Background: an optimization exercise with open tools, aiming at small area. Do not read the settings as production practice.
In this exercise RTL edits were held to simulation tests only and were not proved equivalent to the original.
Power is estimated from default activity; no workload was simulated.

`flow/config.mk`:
```
export PLATFORM = sky130hd
export DESIGN_NAME = sauria_sa_top
export DESIGN_NICKNAME = sauria_sa_top
export VERILOG_FILES = /design/flow/design.v
export SDC_FILE = /design/flow/constraint.sdc
export NUM_CORES = 4
export LEC_CHECK = 0
export CAP_MARGIN = 20
export CORE_MARGIN = 2
export CORE_UTILIZATION = 40
export PLACE_DENSITY = 0.6
export SLEW_MARGIN = 20
```
`flow/design.v`:
```
module sauria_sa_top #(
    parameter X = 4,
    parameter Y = 4,
    parameter IA_W = 8,
    parameter IB_W = 8,
    parameter OC_W = 32,
    parameter TH_W = 2
)(
    input  logic                 i_clk,
    input  logic                 i_rstn,
    input  logic [Y*IA_W-1:0]    i_a,
    input  logic [X*IB_W-1:0]    i_b,
    input  logic [Y*OC_W-1:0]    i_c,
    input  logic                 i_reg_clear,
    input  logic                 i_pipeline_en,
    input  logic [X-1:0]         i_cswitch,
    input  logic                 i_cscan_en,
    input  logic [TH_W-1:0]      i_thres,
    output logic [Y*OC_W-1:0]    o_c
);
logic en, clr;
assign en  = i_pipeline_en;
assign clr = i_reg_clear;
logic [TH_W-1:0] thr1_q, thr2_q;
always_ff @(posedge i_clk or negedge i_rstn) begin
    if (!i_rstn) begin
        thr1_q <= '0;
        thr2_q <= '0;
    end else if (clr) begin
        thr1_q <= '0;
        thr2_q <= '0;
    end else if (en) begin
        thr1_q <= i_thres;
        thr2_q <= thr1_q;
    end
end
logic [Y*(X+1)*IA_W-1:0] a_w;
logic [(Y+1)*X*IB_W-1:0] b_w;
logic [Y*X-1:0]          cs_w;
logic [Y*(X+1)*OC_W-1:0] sc_w;
genvar j, i;
generate
    for (j = 0; j < Y; j++) begin : rows
        assign sc_w[((j)*(X+1)+(X))*OC_W +: OC_W] = i_c[OC_W*j +: OC_W];
        assign o_c[OC_W*j +: OC_W] = sc_w[((j)*(X+1)+(0))*OC_W +: OC_W];
        for (i = 0; i <= X; i++) begin : a_chain
            logic [IA_W-1:0] a_q, a_d;
            if (i == 0) begin : in
                assign a_d = i_a[IA_W*j +: IA_W];
            end else begin : prev
                assign a_d = a_w[((j)*(X+1)+(i-1))*IA_W +: IA_W];
            end
            always_ff @(posedge i_clk or negedge i_rstn) begin
                if (!i_rstn)  a_q <= '0;
                else if (clr) a_q <= '0;
                else if (en)  a_q <= a_d;
            end
            assign a_w[((j)*(X+1)+(i))*IA_W +: IA_W] = a_q;
        end
    end
    for (j = 0; j <= Y; j++) begin : b_rows
        for (i = 0; i < X; i++) begin : b_chain
            logic [IB_W-1:0] b_q, b_d;
            if (j == 0) begin : in
                assign b_d = i_b[IB_W*i +: IB_W];
            end else begin : prev
                assign b_d = b_w[((j-1)*X+(i))*IB_W +: IB_W];
            end
            always_ff @(posedge i_clk or negedge i_rstn) begin
                if (!i_rstn)  b_q <= '0;
                else if (clr) b_q <= '0;
                else if (en)  b_q <= b_d;
            end
            assign b_w[((j)*X+(i))*IB_W +: IB_W] = b_q;
        end
    end
    for (j = 0; j < Y; j++) begin : pe_rows
        for (i = 0; i < X; i++) begin : pe
            logic            cs_q, cs_d;
            logic [OC_W-1:0] acc_q, sc_q;
            logic [IA_W-1:0] opa;
            logic [IB_W-1:0] opb;
            logic            small_a, small_b, negl, kill;
            logic [IA_W-1:0] opa_g;
            logic signed [IA_W-1:0] mul_a;
            logic signed [IB_W-1:0] mul_b;
            logic signed [IA_W+IB_W-1:0] prod;
            logic [OC_W-1:0] addend, acc_d;
            logic            swap;
            if (j == 0) begin : in
                assign cs_d = i_cswitch[i];
            end else begin : prev
                assign cs_d = cs_w[(j-1)*X+(i)];
            end
            always_ff @(posedge i_clk or negedge i_rstn) begin
                if (!i_rstn)  cs_q <= 1'b0;
                else if (clr) cs_q <= 1'b0;
                else if (en)  cs_q <= cs_d;
            end
            assign cs_w[(j)*X+(i)] = cs_q;
            assign opa = a_w[((j)*(X+1)+(i+1))*IA_W +: IA_W];
            assign opb = b_w[((j+1)*X+(i))*IB_W +: IB_W];
            always_comb begin
                case (thr2_q)
                    2'd1:    begin small_a = &opa[7:1] | ~|opa[7:1]; small_b = &opb[7:1] | ~|opb[7:1]; end
                    2'd2:    begin small_a = &opa[7:2] | ~|opa[7:2]; small_b = &opb[7:2] | ~|opb[7:2]; end
                    2'd3:    begin small_a = &opa[7:3] | ~|opa[7:3]; small_b = &opb[7:3] | ~|opb[7:3]; end
                    default: begin small_a = 1'b0;                   small_b = 1'b0;                   end
                endcase
            end
            assign negl = small_a & small_b;
            assign kill  = negl | ~en | clr;
            assign opa_g = kill ? '0 : opa;
            assign mul_a = opa_g;
            assign mul_b = opb;
            assign prod  = mul_a * mul_b;
            assign swap   = en & cs_q;
            assign addend = clr ? '0 : (swap ? sc_q : acc_q);
            assign acc_d  = addend + {{(OC_W-IA_W-IB_W){prod[IA_W+IB_W-1]}}, prod};
            always_ff @(posedge i_clk or negedge i_rstn) begin
                if (!i_rstn) acc_q <= '0;
                else         acc_q <= acc_d;
            end
            always_ff @(posedge i_clk or negedge i_rstn) begin
                if (!i_rstn)              sc_q <= '0;
                else if (clr)             sc_q <= '0;
                else if (swap)            sc_q <= acc_q;
                else if (en & i_cscan_en) sc_q <= sc_w[((j)*(X+1)+(i+1))*OC_W +: OC_W];
            end
            assign sc_w[((j)*(X+1)+(i))*OC_W +: OC_W] = sc_q;
        end
    end
endgenerate
endmodule
```
`flow/run.sh`:
```
#!/bin/bash
# synth_recipe.tcl (not shown) runs the flow's synth.tcl, then flattens the netlist and writes it again
# the make line also repeats each setting of config.mk as NAME=value (left out here)
make -C /OpenROAD-flow-scripts/flow DESIGN_CONFIG=/design/flow/config.mk WORK_HOME=/design/flow/orfs CLKGATE_MAP_FILE= SYNTH_SCRIPT=/design/flow/synth_recipe.tcl finish
```
`flow/constraint.sdc`:
```
create_clock -name core_clock -period 5.5 [get_ports {i_clk}]
set_input_delay 1.1000 -clock core_clock [delete_from_list [all_inputs] [get_ports {i_clk}]]
set_output_delay 1.1000 -clock core_clock [all_outputs]
set_load 0.01 [all_outputs]
```
==> metrics.md <==
| Metric | Value |
|---|---|
| Status | finished with violations |
| Fail Reasons | setup timing |
| Post-layout util | 0.530 |
| Leak | 81.9 nW |
| Syn_area_per_cell | 8.87 um2 |
| Worst path slowest cell | fa_1 |
| Final setup margin | -2.45 ns |
| Kind of critical path | reg -> reg |
| Largest net degree at the start of global routing | about 160 |
| Period utilisation layout | 1.45 |
| Port Buffers | 330 |
| TritonCTS clock tree | done |
| Post-Layout Cell Count | roughly 20,000 |
| Dpl ws | -2.90 ns |
| Critical path required time | about 6.3 ns |
| Vias in the first global route | approximately 110k |
| Final ANT Viol Nets | 0 |
| FF+latch area | around 34,000 um2 |
| Worst-path clk slew | ~0.060 ns |
| Tmin final | around 7.9 ns |
| Ys flop type | dfrtp_1 |
| Mapped Cells | between 10,000 and 15,000 |
| Clk root buf | clkbuf_16 |
| Maxcap violations | 0 |
| Initial DRC Count | around 7,300 |
| Initial antenna violation count | 17 |
| Total CTS buffers | around 170 |
| Crit. End Element | flop |
| RR Startpoint | thr2_q[0] |
| DP Area | ~150,000 um2 |
| Delay-heaviest family, CP | adder cells |
| Post-synth ARST share | 1.00 |
| Max incr delay on CP | roughly 0.56 ns |
| Die width | 556 um |
| RSZ-0062 raised after global routing | true |
| GRT overflow | 0 |
| Layout fillers | approximately 28,000 |
| CTS H-tree lvls | 4 |
| #FFs+latches synth | roughly 1,400 |
| Arrival time at the worst endpoint | between 8 and 9 ns |
| Vias | around 110k |
| Global-route wire length before repair | 594 mm |
| DR pass1 iterations | 8 |
| Fraction of layout cells with a size suffix above 1 | 0.243 |
| Final-stage net count | approximately 18,000 |
| Unique masters post-synth | about 90 |
| Wire length per cell after detailed routing | about 18 um |
| R2R setup slack | -2.45 ns |
| CP startpoint kind | flop |
| Initial Util | 0.402 |
| Max clock buf depth | 4 |
| Drt drc | 0 |
| HP Class | in -> async |
| Setup_tns | -615.32 ns |
| GRT Total Usage | 0.238 |
| Total power | ~26 mW |
| Die area | 310,000 um2 |
| Detail Placement HPWL | 286 mm |
| Number of flops mapped to enable cells by yosys | 0 |
| Clock Latency Late Sink | ~0.9 ns |
| Dpl cells | slightly below 20,000 |
| Final WL | 374 mm |
| CP bufs+invs | 10 |
| Area of the multi-input gates | 84,900 um2 |
| Register area share after synthesis | 0.280 |
| Die H | 556 um |
| IO Pins | 331 |
| Net Count, Synth | 15,738 |
| RR Endpoint | pe_rows[1].pe[2].acc_q[26] |
| Final hold slack | between 0.1 and 0.15 ns |
| Post-Synthesis Cell Area | ~120,000 um2 |
| R2R cell count | 36 |
| P&R area growth vs syn | 31.6% |
| CP most frequent cell | fa_1 |
| Worst-Margin Slew | 1.01 ns |
| Fmax | 0.126 GHz |
| Synthesis Warnings | 1 |
| Placer Congestion | slightly above 0.9 |
| Final max-slew violation count | 0 |
| Clock skew | about 0.061 ns |
| CTS Sinks | 1,364 |
| Peak VDD IR | 241 uV |
| Final instance area | 161,000 um2 |
| Core ar. | about 300,000 um2 |
| Final count of negative-setup-slack endpoints | around 400 |
| Pwr per Cell Area | roughly 160 nW/um2 |
| Final Hold Viols | 0 |
| Placement Rows | approximately 200 |
| Headroom to the max-slew limit | 0.328 |
| Vias per cell | ~5.3 |
| Worst-path fanout max | 7 |
-- registers in the layout (all words and copies together) (netlist names) --
signal,count
b_rows.b_chain.b_q,160
pe_rows.pe.acc_q,512
pe_rows.pe.cs_q,16
pe_rows.pe.sc_q,512
rows.a_chain.a_q,160
thr1_q,2
thr2_q,2
-- cells in the mapped netlist (all sizes together), types with 26 or more instances --
library cell / n / area, um2
nand2: 1508 / 5660
inv: 1491 / 5600
dfrtp: 1364 / 34100
nor2: 1130 / 4240
fa: 896 / 17900
ha: 880 / 11000
a21oi: 792 / 3960
and3: 714 / 4470
clkbuf: 655 / 2460
xnor2: 607 / 5350
o21ai: 600 / 3010
mux2i: 379 / 3790
a22oi: 326 / 2450
a22o: 301 / 2640
a311oi: 232 / 2030
a21o: 208 / 1560
and2: 173 / 1080
xor2: 167 / 1460
o21bai: 124 / 931
nand3: 122 / 611
nor3: 99 / 495
o21a: 92 / 691
nand2b: 88 / 551
buf: 81 / 310
a31oi: 72 / 450
a211oi: 59 / 443
nand4: 49 / 307
nor2b: 45 / 282
o211ai: 43 / 323
nor4: 37 / 238
or2: 33 / 206
or3: 29 / 181
o31ai: 27 / 203
a211o: 26 / 229
-- worst register-to-register path, delay by kind of cell, from the launching register on --
kind	cells	cell delay, ns
AO/OA/AOI/OAI	11	2.14
XOR/XNOR	2	0.38
adder cells (fa/ha/maj)	6	2.49
buffers and inverters	10	0.92
flip-flops	1	0.42
AND/OR/NAND/NOR	7	1.50
-- kinds of logic after synthesis --
family,Yosys count,share of synthesized area
xor gates and xnor gates,782,0.0573
DFF,1364,0.280
buffers and inverters,2241,0.0690
AOI/OAI and AO/OA,3115,0.171
muxes,382,0.0314
and+or+nand+nor,4095,0.155
adders and majority gates,1780,0.238
-- power by group --
| part | switching, mW | leakage [nW] | internal [mW] |
|---|---|---|---|
| registers | 0.424 | 18.7 | 10.4 |
| logic | 1.78 | 60.3 | 1.32 |
| clock network | 4.88 | 2.96 | 7.42 |
-- worst max path at each step --
stage / from / to / slack, ns / depth (start not counted)
after floorplan: i_pipeline_en / pe_rows[1].pe[3].acc_q[28] / -2.63 / 38
after detailed placement: i_reg_clear / pe_rows[3].pe[0].acc_q[31] / -2.90 / 31
after global routing: thr2_q[0] / pe_rows[1].pe[2].acc_q[26] / -2.77 / 39
after CTS: rows[0].a_chain[4].a_q[5] / pe_rows[0].pe[3].acc_q[23] / -2.30 / 35
final: thr2_q[0] / pe_rows[1].pe[2].acc_q[26] / -2.45 / 36
after global placement: i_reg_clear / pe_rows[3].pe[0].acc_q[31] / -2.72 / 32
-- metal layers --
layer  GRT usage  wire length [um]
met1       0.333            172000
met2       0.389            175000
met3      0.0232             16400
met4      0.0674             11100
met5           0                 0
-- cells in the final DEF, fill, tap and decap left out, types with 62 or more instances in the layout --
| cell type | count |
|---|---|
| inv_2 | 62 |
| o21ai_0 | 470 |
| a22oi_1 | 321 |
| o21a_1 | 92 |
| nand3_1 | 112 |
| a21oi_1 | 601 |
| ha_4 | 111 |
| clkbuf_16 | 184 |
| a21oi_2 | 169 |
| and3_1 | 675 |
| xor2_1 | 162 |
| nand2b_1 | 78 |
| ha_1 | 753 |
| nor3_1 | 90 |
| buf_4 | 2571 |
| dfrtp_1 | 1362 |
| clkdlybuf4s50_1 | 327 |
| o21ai_1 | 85 |
| nand2_1 | 1459 |
| inv_1 | 1419 |
| a21o_1 | 208 |
| nor2_1 | 1090 |
| a311oi_1 | 225 |
| mux2i_1 | 376 |
| fa_1 | 852 |
| and2_1 | 116 |
| xnor2_1 | 584 |
| o21bai_1 | 120 |
| a22o_1 | 301 |
-- area by class of cell --
type                       instances  share of cell area
antenna                           13            0.000202
clock buffer                     250              0.0315
clock inverter                    62             0.00636
inverter                        1505              0.0354
multi-input combinational      10157               0.528
sequential                      1364               0.212
tap                             3978              0.0310
timing repair buffer            3032               0.155
-- timing repair --
item | in CTS | in global routing
setup endpoints to repair | 406 | 412
gates resized for setup | 395 | 331
gates cloned | 10 | 12
pin swaps | 198 | 258
setup buffers | 79 | 92
hold buffers | 0 | 0

separate check: timing with driven ports:
The flow's constraints put no driver on any port. The routed layout listed below was extracted and timed again, unchanged, in two steps.
Step 1 assumes that a clkbuf_16 drives the clock port and a buf_2 every other input.
Step 2 also shifts input and output timing later by t, the mid clock arrival at the registers, as if the neighbouring blocks saw the same clock.
Three values: no drivers, after step 1, after step 2; two values: the first two.
t (ns): 0.953
setup WS [ns]: -2.449 / -2.449 / -2.823
clock arrival spread, ns: 0.064 / 0.064
slew at the worst register clock pin (ns): 0.07 / 0.07
pins driven straight from the clock port: 1
For this run, drivers alone change the setup slack by 0.000 ns; drivers and shift together by -0.374 ns.
